Source: an optimization exercise on an open RTL-to-GDS flow (aim: small area). Production flows keep margins and buffers that such runs may drop.
Only simulation tests tie the RTL to the original design; equivalence was not proved.
Power and IR drop assume default switching activity.

==> build 90: inputs <==
## pam_modem
module pam_modem (
  input clk,
  input rst,
  input [1:0] data_in,
  input signed [7:0] rx_in,
  output signed [7:0] tx_out,
  output signed [7:0] cos_out,
  output [1:0] rx_data
);
==> module moving_avg_filt, before the edit <==
module moving_avg_filt(
  input clk,
  input rst,
  input fill_done,
  input [6:0] signal_in,
  output reg [12:0] signal_sum
  );
  parameter N = 64;
  reg [7*N-1:0] queue;
  reg fill_en;
  wire [6:0] oldest = queue[7*N-1 -: 7];
  always @(posedge clk) begin
    queue <= {queue[7*N-8:0], signal_in};
  end
  always @(posedge clk) begin
    if (rst)
      fill_en <= 1'b0;
    else if (fill_done)
      fill_en <= 1'b1;
  end
  wire [6:0] a = signal_sum[6:0];
  wire [6:0] b = signal_in;
  wire [6:0] c = ~(oldest & {7{fill_en}});
  wire [6:0] ps = a ^ b ^ c;
  wire [7:1] pc = (a & b) | (c & (a ^ b));
  wire [7:0] k;
  wire [6:0] lo;
  assign k[0] = 1'b1;
  assign lo[0] = ps[0] ^ k[0];
  assign k[1] = ps[0] & k[0];
  genvar i;
  generate
    for (i = 1; i < 7; i = i + 1) begin : rip
      assign lo[i] = ps[i] ^ pc[i] ^ k[i];
      assign k[i+1] = (ps[i] & pc[i]) | (k[i] & (ps[i] ^ pc[i]));
    end
  endgenerate
  wire up = pc[7] & k[7];
  wire dn = ~(pc[7] | k[7]);
  wire [5:0] hi = signal_sum[12:7];
  wire [6:0] ones, zeros;
  assign ones[0] = 1'b1;
  assign zeros[0] = 1'b1;
  generate
    for (i = 0; i < 6; i = i + 1) begin : incdec
      assign ones[i+1] = ones[i] & hi[i];
      assign zeros[i+1] = zeros[i] & ~hi[i];
    end
  endgenerate
  wire [5:0] hi_next = hi ^ (({6{up}} & ones[5:0]) | ({6{dn}} & zeros[5:0]));
  always @(posedge clk) begin
    if (rst)
      signal_sum <= 13'd0;
    else
      signal_sum <= {hi_next, lo};
  end
endmodule
==> module sin_cos, before the edit <==
module sin_cos (
  input Clk,
  input rst,
  output reg [3:0] sin_phase,
  output reg signed [7:0] data_cos,
  output fill_done);
    reg [4:0] cos_phase;
    always @(posedge Clk) begin
        if (rst) sin_phase <= 4'd0;
        else case (sin_phase)
            4'd0: sin_phase <= 4'd1;
            4'd1: sin_phase <= 4'd2;
            4'd2: sin_phase <= 4'd3;
            4'd3: sin_phase <= 4'd4;
            4'd4: sin_phase <= 4'd5;
            4'd5: sin_phase <= 4'd6;
            4'd6: sin_phase <= 4'd7;
            4'd7: sin_phase <= 4'd8;
            4'd8: sin_phase <= 4'd9;
            4'd9: sin_phase <= 4'd10;
            4'd10: sin_phase <= 4'd11;
            4'd11: sin_phase <= 4'd12;
            4'd12: sin_phase <= 4'd13;
            4'd13: sin_phase <= 4'd14;
            4'd14: sin_phase <= 4'd1;
            default: sin_phase <= 4'd0;
        endcase
    end
    always @(posedge Clk) begin
        if (rst) cos_phase <= 5'd0;
        else case (cos_phase)
            5'd0: cos_phase <= 5'd1;
            5'd1: cos_phase <= 5'd2;
            5'd2: cos_phase <= 5'd3;
            5'd3: cos_phase <= 5'd4;
            5'd4: cos_phase <= 5'd5;
            5'd5: cos_phase <= 5'd6;
            5'd6: cos_phase <= 5'd7;
            5'd7: cos_phase <= 5'd8;
            5'd8: cos_phase <= 5'd9;
            5'd9: cos_phase <= 5'd10;
            5'd10: cos_phase <= 5'd11;
            5'd11: cos_phase <= 5'd12;
            5'd12: cos_phase <= 5'd13;
            5'd13: cos_phase <= 5'd14;
            5'd14: cos_phase <= 5'd15;
            5'd15: cos_phase <= 5'd16;
            5'd16: cos_phase <= 5'd17;
            5'd17: cos_phase <= 5'd18;
            5'd18: cos_phase <= 5'd9;
            default: cos_phase <= 5'd0;
        endcase
    end
    assign fill_done = sin_phase[0] & sin_phase[1] & sin_phase[2] & ~cos_phase[1] & cos_phase[2];
    always @(*) begin
        case (cos_phase)
            5'd0: data_cos = 8'sd0;
            5'd1: data_cos = 8'sd63;
            5'd2: data_cos = 8'sd51;
            5'd3: data_cos = 8'sd17;
            5'd4: data_cos = -8'sd22;
            5'd5: data_cos = -8'sd54;
            5'd6: data_cos = -8'sd63;
            5'd7: data_cos = -8'sd47;
            5'd8: data_cos = -8'sd12;
            5'd9: data_cos = 8'sd0;
            5'd10: data_cos = 8'sd38;
            5'd11: data_cos = 8'sd61;
            5'd12: data_cos = 8'sd59;
            5'd13: data_cos = 8'sd33;
            5'd14: data_cos = -8'sd5;
            5'd15: data_cos = -8'sd42;
            5'd16: data_cos = -8'sd62;
            5'd17: data_cos = -8'sd57;
            5'd18: data_cos = -8'sd29;
            default: data_cos = 8'sd0;
        endcase
    end
endmodule
==> flow/config.mk <==
export PLATFORM = sky130hd
export DESIGN_NAME = pam_modem
export DESIGN_NICKNAME = pam_modem
export VERILOG_FILES = /design/flow/design.v
export SDC_FILE = /design/flow/constraint.sdc
export NUM_CORES = 4
export LEC_CHECK = 0
export CAP_MARGIN = 20
export CORE_MARGIN = 2
export CORE_UTILIZATION = 40
export SLEW_MARGIN = 20
export BUFFER_PORTS_ARGS = -buffer_cell sky130_fd_sc_hd__buf_1
export CTS_ARGS = -sink_clustering_enable -repair_clock_nets -dont_use_dummy_load -buf_list sky130_fd_sc_hd__clkbuf_8 -sink_clustering_size 22 -sink_clustering_max_diameter 70 -root_buf sky130_fd_sc_hd__clkbuf_2 -tree_buf sky130_fd_sc_hd__clkbuf_2
==> flow/constraint.sdc <==
create_clock -name core_clock -period 10.0 [get_ports {clk}]
set_input_delay 2.0000 -clock core_clock [delete_from_list [all_inputs] [get_ports {clk}]]
set_output_delay 2.0000 -clock core_clock [all_outputs]
set_load 0.01 [all_outputs]
standard.sh (not shown) runs the stock make flow with config.mk's settings and CLKGATE_MAP_FILE= SYNTH_SCRIPT=/design/flow/synth_recipe.tcl, a recipe that flattens the netlist after the stock synthesis.
==> flow/flow/run.sh <==
#!/bin/bash
# Layout flow: the standard flow (standard.sh) with these changes:
#  - synthesis: the standard synthesis script (synth_recipe.tcl), except that
#    ABC maps the logic with each of the area-oriented scripts
#    flow/abc_*.abc (deep AIG optimisation, then area-oriented mapping, no
#    buffering or upsizing) and the smallest result is kept, and Yosys's
#    extract_fa is skipped (ABC maps the adders too);
#  - the port buffers are the smallest buffer (buf_1) instead of the
#    resizer's default choice (clkdlybuf4s50_1);
#  - clock tree synthesis uses clkbuf_8 sink clusters of up to 22 flip-flops,
#    clkbuf_4 above them, and inserts no dummy loads.
# Each tool's output goes to a log file in this folder (ORFS also keeps its
# per-step logs under orfs/logs/).
set -euo pipefail
work=$PWD
cat > my_synth.tcl <<EOT
# Map the logic with each area script in flow/abc_*.abc, from the same
# starting point, and keep the smallest result.
proc abc {args} {
  set i [lsearch \$args -script]
  yosys design -save pre_abc
  set best_area -1
  foreach script [lsort [glob $work/flow/abc_*.abc]] {
    yosys design -load pre_abc
    lset args [expr {\$i + 1}] \$script
    yosys abc {*}\$args
    set libargs {}
    foreach lib \$::env(LIB_FILES) { lappend libargs -liberty \$lib }
    set report [tee -q -s result.string stat {*}\$libargs]
    regexp {Chip area for module [^:]*: ([0-9.]+)} \$report -> area
    puts "abc script \$script: area \$area"
    if {\$best_area < 0 || \$area < \$best_area} {
      set best_area \$area
      yosys design -save best_abc
    }
  }
  yosys design -load best_abc
  puts "abc: kept area \$best_area"
}
proc extract_fa {args} {}
source $work/synth_recipe.tcl
EOT
sed "s#SYNTH_SCRIPT=[^ ]*#SYNTH_SCRIPT=$work/my_synth.tcl#" standard.sh > my_standard.sh
grep -q "SYNTH_SCRIPT=$work/my_synth.tcl" my_standard.sh
cat >> config.mk <<'EOC'
export BUFFER_PORTS_ARGS = -buffer_cell sky130_fd_sc_hd__buf_1
export CTS_ARGS = -sink_clustering_enable -repair_clock_nets -dont_use_dummy_load -buf_list sky130_fd_sc_hd__clkbuf_8 -sink_clustering_size 22 -sink_clustering_max_diameter 70 -root_buf sky130_fd_sc_hd__clkbuf_2 -tree_buf sky130_fd_sc_hd__clkbuf_2
EOC
bash my_standard.sh > flow_make.log 2>&1
==> flow/flow/abc_a.abc <==
&get -n
&st
&deepsyn -I 8 -J 50
&put
amap
topo
==> flow/flow/abc_b.abc <==
&get -n
&st
&deepsyn -I 8 -J 50
&put
dch -f
amap
topo
==> flow/flow/abc_c.abc <==
&get -n
&st
&deepsyn -I 8 -J 50
&dch -f
&nf -R 1000
&put
topo
==> flow/flow/abc_d.abc <==
&get -n
&st
&dch -f
&nf -R 1000
&put
topo
==> trial 37 (differences from build 90) <==
--- a/flow/design.v
+++ b/flow/design.v
@@ -160,7 +160,7 @@
   reg fill_en;
   wire [6:0] oldest = queue[7*N-1 -: 7];
   always @(posedge clk) begin
-    queue <= {queue[7*N-8:0], signal_in};
+    queue <= {queue[7*N-8:0], ~signal_in};
   end
   always @(posedge clk) begin
     if (rst)
@@ -170,7 +170,7 @@
   end
   wire [6:0] a = signal_sum[6:0];
   wire [6:0] b = signal_in;
-  wire [6:0] c = ~(oldest & {7{fill_en}});
+  wire [6:0] c = oldest | {7{~fill_en}};
   wire [6:0] ps = a ^ b ^ c;
   wire [7:1] pc = (a & b) | (c & (a ^ b));
   wire [7:0] k;
--- a/flow/flow/run.sh
+++ b/flow/flow/run.sh
@@ -7,7 +7,7 @@
 #    extract_fa is skipped (ABC maps the adders too);
 #  - the port buffers are the smallest buffer (buf_1) instead of the
 #    resizer's default choice (clkdlybuf4s50_1);
-#  - clock tree synthesis uses clkbuf_8 sink clusters of up to 22 flip-flops,
+#  - clock tree synthesis uses clkbuf_8 sink clusters of up to 20 flip-flops,
 #    clkbuf_4 above them, and inserts no dummy loads.
 # Each tool's output goes to a log file in this folder (ORFS also keeps its
 # per-step logs under orfs/logs/).
@@ -44,6 +44,6 @@
 grep -q "SYNTH_SCRIPT=$work/my_synth.tcl" my_standard.sh
 cat >> config.mk <<'EOC'
 export BUFFER_PORTS_ARGS = -buffer_cell sky130_fd_sc_hd__buf_1
-export CTS_ARGS = -sink_clustering_enable -repair_clock_nets -dont_use_dummy_load -buf_list sky130_fd_sc_hd__clkbuf_8 -sink_clustering_size 22 -sink_clustering_max_diameter 70 -root_buf sky130_fd_sc_hd__clkbuf_2 -tree_buf sky130_fd_sc_hd__clkbuf_2
+export CTS_ARGS = -sink_clustering_enable -repair_clock_nets -dont_use_dummy_load -root_buf sky130_fd_sc_hd__clkbuf_4 -tree_buf sky130_fd_sc_hd__clkbuf_4 -buf_list sky130_fd_sc_hd__clkbuf_8 -sink_clustering_size 24 -sink_clustering_max_diameter 40
 EOC
 bash my_standard.sh > flow_make.log 2>&1
CORE_UTILIZATION = 65   (was 40)
CTS_ARGS = -sink_clustering_enable -repair_clock_nets -dont_use_dummy_load -root_buf sky130_fd_sc_hd__clkbuf_4 -tree_buf sky130_fd_sc_hd__clkbuf_4 -buf_list sky130_fd_sc_hd__clkbuf_8 -sink_clustering_size 24 -sink_clustering_max_diameter 40   (was -sink_clustering_enable -repair_clock_nets -dont_use_dummy_load -buf_list sky130_fd_sc_hd__clkbuf_8 -sink_clustering_size 22 -sink_clustering_max_diameter 70 -root_buf sky130_fd_sc_hd__clkbuf_2 -tree_buf sky130_fd_sc_hd__clkbuf_2)
PLACE_DENSITY = 0.85   (was unset)
removed: flow/flow/abc_a.abc
removed: flow/flow/abc_b.abc
removed: flow/flow/abc_c.abc
==> build 31 (differences from build 90) <==
--- a/flow/design.v
+++ b/flow/design.v
@@ -160,7 +160,7 @@
   reg fill_en;
   wire [6:0] oldest = queue[7*N-1 -: 7];
   always @(posedge clk) begin
-    queue <= {queue[7*N-8:0], signal_in};
+    queue <= {queue[7*N-8:0], ~signal_in};
   end
   always @(posedge clk) begin
     if (rst)
@@ -170,7 +170,7 @@
   end
   wire [6:0] a = signal_sum[6:0];
   wire [6:0] b = signal_in;
-  wire [6:0] c = ~(oldest & {7{fill_en}});
+  wire [6:0] c = oldest | {7{~fill_en}};
   wire [6:0] ps = a ^ b ^ c;
   wire [7:1] pc = (a & b) | (c & (a ^ b));
   wire [7:0] k;
--- a/flow/flow/run.sh
+++ b/flow/flow/run.sh
@@ -7,7 +7,7 @@
 #    extract_fa is skipped (ABC maps the adders too);
 #  - the port buffers are the smallest buffer (buf_1) instead of the
 #    resizer's default choice (clkdlybuf4s50_1);
-#  - clock tree synthesis uses clkbuf_8 sink clusters of up to 22 flip-flops,
+#  - clock tree synthesis uses clkbuf_8 sink clusters of up to 20 flip-flops,
 #    clkbuf_4 above them, and inserts no dummy loads.
 # Each tool's output goes to a log file in this folder (ORFS also keeps its
 # per-step logs under orfs/logs/).
@@ -44,6 +44,6 @@
 grep -q "SYNTH_SCRIPT=$work/my_synth.tcl" my_standard.sh
 cat >> config.mk <<'EOC'
 export BUFFER_PORTS_ARGS = -buffer_cell sky130_fd_sc_hd__buf_1
-export CTS_ARGS = -sink_clustering_enable -repair_clock_nets -dont_use_dummy_load -buf_list sky130_fd_sc_hd__clkbuf_8 -sink_clustering_size 22 -sink_clustering_max_diameter 70 -root_buf sky130_fd_sc_hd__clkbuf_2 -tree_buf sky130_fd_sc_hd__clkbuf_2
+export CTS_ARGS = -sink_clustering_enable -repair_clock_nets -dont_use_dummy_load -buf_list sky130_fd_sc_hd__clkbuf_8 -sink_clustering_size 20 -sink_clustering_max_diameter 60 -root_buf sky130_fd_sc_hd__clkbuf_4 -tree_buf sky130_fd_sc_hd__clkbuf_4
 EOC
 bash my_standard.sh > flow_make.log 2>&1
CTS_ARGS = -sink_clustering_enable -repair_clock_nets -dont_use_dummy_load -buf_list sky130_fd_sc_hd__clkbuf_8 -sink_clustering_size 20 -sink_clustering_max_diameter 60 -root_buf sky130_fd_sc_hd__clkbuf_4 -tree_buf sky130_fd_sc_hd__clkbuf_4   (was -sink_clustering_enable -repair_clock_nets -dont_use_dummy_load -buf_list sky130_fd_sc_hd__clkbuf_8 -sink_clustering_size 22 -sink_clustering_max_diameter 70 -root_buf sky130_fd_sc_hd__clkbuf_2 -tree_buf sky130_fd_sc_hd__clkbuf_2)
==> build 10 (differences from build 90) <==
--- a/flow/design.v
+++ b/flow/design.v
@@ -51,7 +51,7 @@
             default: cos_phase <= 5'd0;
         endcase
     end
-    assign fill_done = sin_phase[0] & sin_phase[1] & sin_phase[2] & ~cos_phase[1] & cos_phase[2];
+    assign fill_done = (sin_phase == 4'd7) && (cos_phase == 5'd13);
     always @(*) begin
         case (cos_phase)
             5'd0: data_cos = 8'sd0;
@@ -168,41 +168,15 @@
     else if (fill_done)
       fill_en <= 1'b1;
   end
-  wire [6:0] a = signal_sum[6:0];
-  wire [6:0] b = signal_in;
-  wire [6:0] c = ~(oldest & {7{fill_en}});
-  wire [6:0] ps = a ^ b ^ c;
-  wire [7:1] pc = (a & b) | (c & (a ^ b));
-  wire [7:0] k;
-  wire [6:0] lo;
-  assign k[0] = 1'b1;
-  assign lo[0] = ps[0] ^ k[0];
-  assign k[1] = ps[0] & k[0];
-  genvar i;
-  generate
-    for (i = 1; i < 7; i = i + 1) begin : rip
-      assign lo[i] = ps[i] ^ pc[i] ^ k[i];
-      assign k[i+1] = (ps[i] & pc[i]) | (k[i] & (ps[i] ^ pc[i]));
-    end
-  endgenerate
-  wire up = pc[7] & k[7];
-  wire dn = ~(pc[7] | k[7]);
+  wire [6:0] dg = fill_en ? oldest : 7'd0;
+  wire [8:0] lo = {2'b0, signal_sum[6:0]} + {2'b0, signal_in} - {2'b0, dg};
   wire [5:0] hi = signal_sum[12:7];
-  wire [6:0] ones, zeros;
-  assign ones[0] = 1'b1;
-  assign zeros[0] = 1'b1;
-  generate
-    for (i = 0; i < 6; i = i + 1) begin : incdec
-      assign ones[i+1] = ones[i] & hi[i];
-      assign zeros[i+1] = zeros[i] & ~hi[i];
-    end
-  endgenerate
-  wire [5:0] hi_next = hi ^ (({6{up}} & ones[5:0]) | ({6{dn}} & zeros[5:0]));
+  wire [5:0] hi_next = lo[8] ? hi - 6'd1 : (lo[7] ? hi + 6'd1 : hi);
   always @(posedge clk) begin
     if (rst)
       signal_sum <= 13'd0;
     else
-      signal_sum <= {hi_next, lo};
+      signal_sum <= {hi_next, lo[6:0]};
   end
 endmodule
 module qam_demodulator(
==> flow/run.sh (new file) <==
#!/bin/bash
# synth_recipe.tcl (not shown) runs the flow's synth.tcl, then flattens the netlist and writes it again
# the make line also repeats each setting of config.mk as NAME=value (left out here)
make -C /OpenROAD-flow-scripts/flow DESIGN_CONFIG=/design/flow/config.mk WORK_HOME=/design/flow/orfs CLKGATE_MAP_FILE= SYNTH_SCRIPT=/design/flow/synth_recipe.tcl finish
BUFFER_PORTS_ARGS = unset   (was -buffer_cell sky130_fd_sc_hd__buf_1)
CTS_ARGS = unset   (was -sink_clustering_enable -repair_clock_nets -dont_use_dummy_load -buf_list sky130_fd_sc_hd__clkbuf_8 -sink_clustering_size 22 -sink_clustering_max_diameter 70 -root_buf sky130_fd_sc_hd__clkbuf_2 -tree_buf sky130_fd_sc_hd__clkbuf_2)
removed: flow/flow/run.sh
removed: flow/flow/abc_a.abc
removed: flow/flow/abc_b.abc
removed: flow/flow/abc_c.abc
removed: flow/flow/abc_d.abc
removed: flow/standard.sh
==> summary of the runs <==
- Power: build 90 is lower than trial 37 (about 7%).
- The highest hold slack belongs to build 10, the lowest to build 90.
- Against build 10, the core utilization of trial 37 is higher by 24 points.
- Fmax: build 10 < trial 37 < build 31 < build 90.
- In build 31 the via count is smaller than in trial 37, by 5.4%.
- In flip-flop and latch count, build 90 and trial 37 do not differ.
- Against build 31, the sequential share of layout area of build 90 is higher by 0.41 points.
- In trial 37 the synthesized cell count is lower than in build 10, by 7.9%.
- Die area: trial 37 < build 90 < build 31 < build 10.
- Critical path depth, highest first: trial 37, build 31, build 10, build 90.

[port drivers added, routing unchanged]
No port has a modelled driver above. Below, the same layouts with a new extraction and two added sets of constraints. Step 1 (the two cells are an assumption about what drives the block):
set clk [get_ports {clk}]
set_driving_cell -lib_cell sky130_fd_sc_hd__clkbuf_16 $clk
set_driving_cell -lib_cell sky130_fd_sc_hd__buf_2 [delete_from_list [all_inputs] $clk]
Step 2 times the ports against the registers' clock, not the clock port: input delays grow and output delays shrink by t, the midpoint of the rising clock arrivals with the driver on. a / b / c = ideal ports / drivers / drivers and shift; a / b = the first two.
run | shift t [ns] | setup slack, ns | clock arrival spread, ns | slew at the worst register clock pin (ns) | worst slew at a driven data input, ns
build 90 | 0.851 | 4.600 / 4.574 / 4.458 | 0.113 / 0.113 | 0.12 / 0.12 | 0.12
trial 37 | 0.652 | 3.997 / 4.010 / 3.358 | 0.104 / 0.104 | 0.13 / 0.13 | 0.04
build 31 | 0.717 | 4.309 / 4.288 / 4.288 | 0.087 / 0.087 | 0.11 / 0.11 | 0.10
build 10 | 0.573 | 3.560 / 3.536 / 3.536 | 0.018 / 0.018 | 0.07 / 0.07 | 0.04
After both steps setup and hold are still met in every run listed. For trial 37, which loses most, drivers alone change the setup slack by +0.013 ns; drivers and shift together by -0.639 ns.
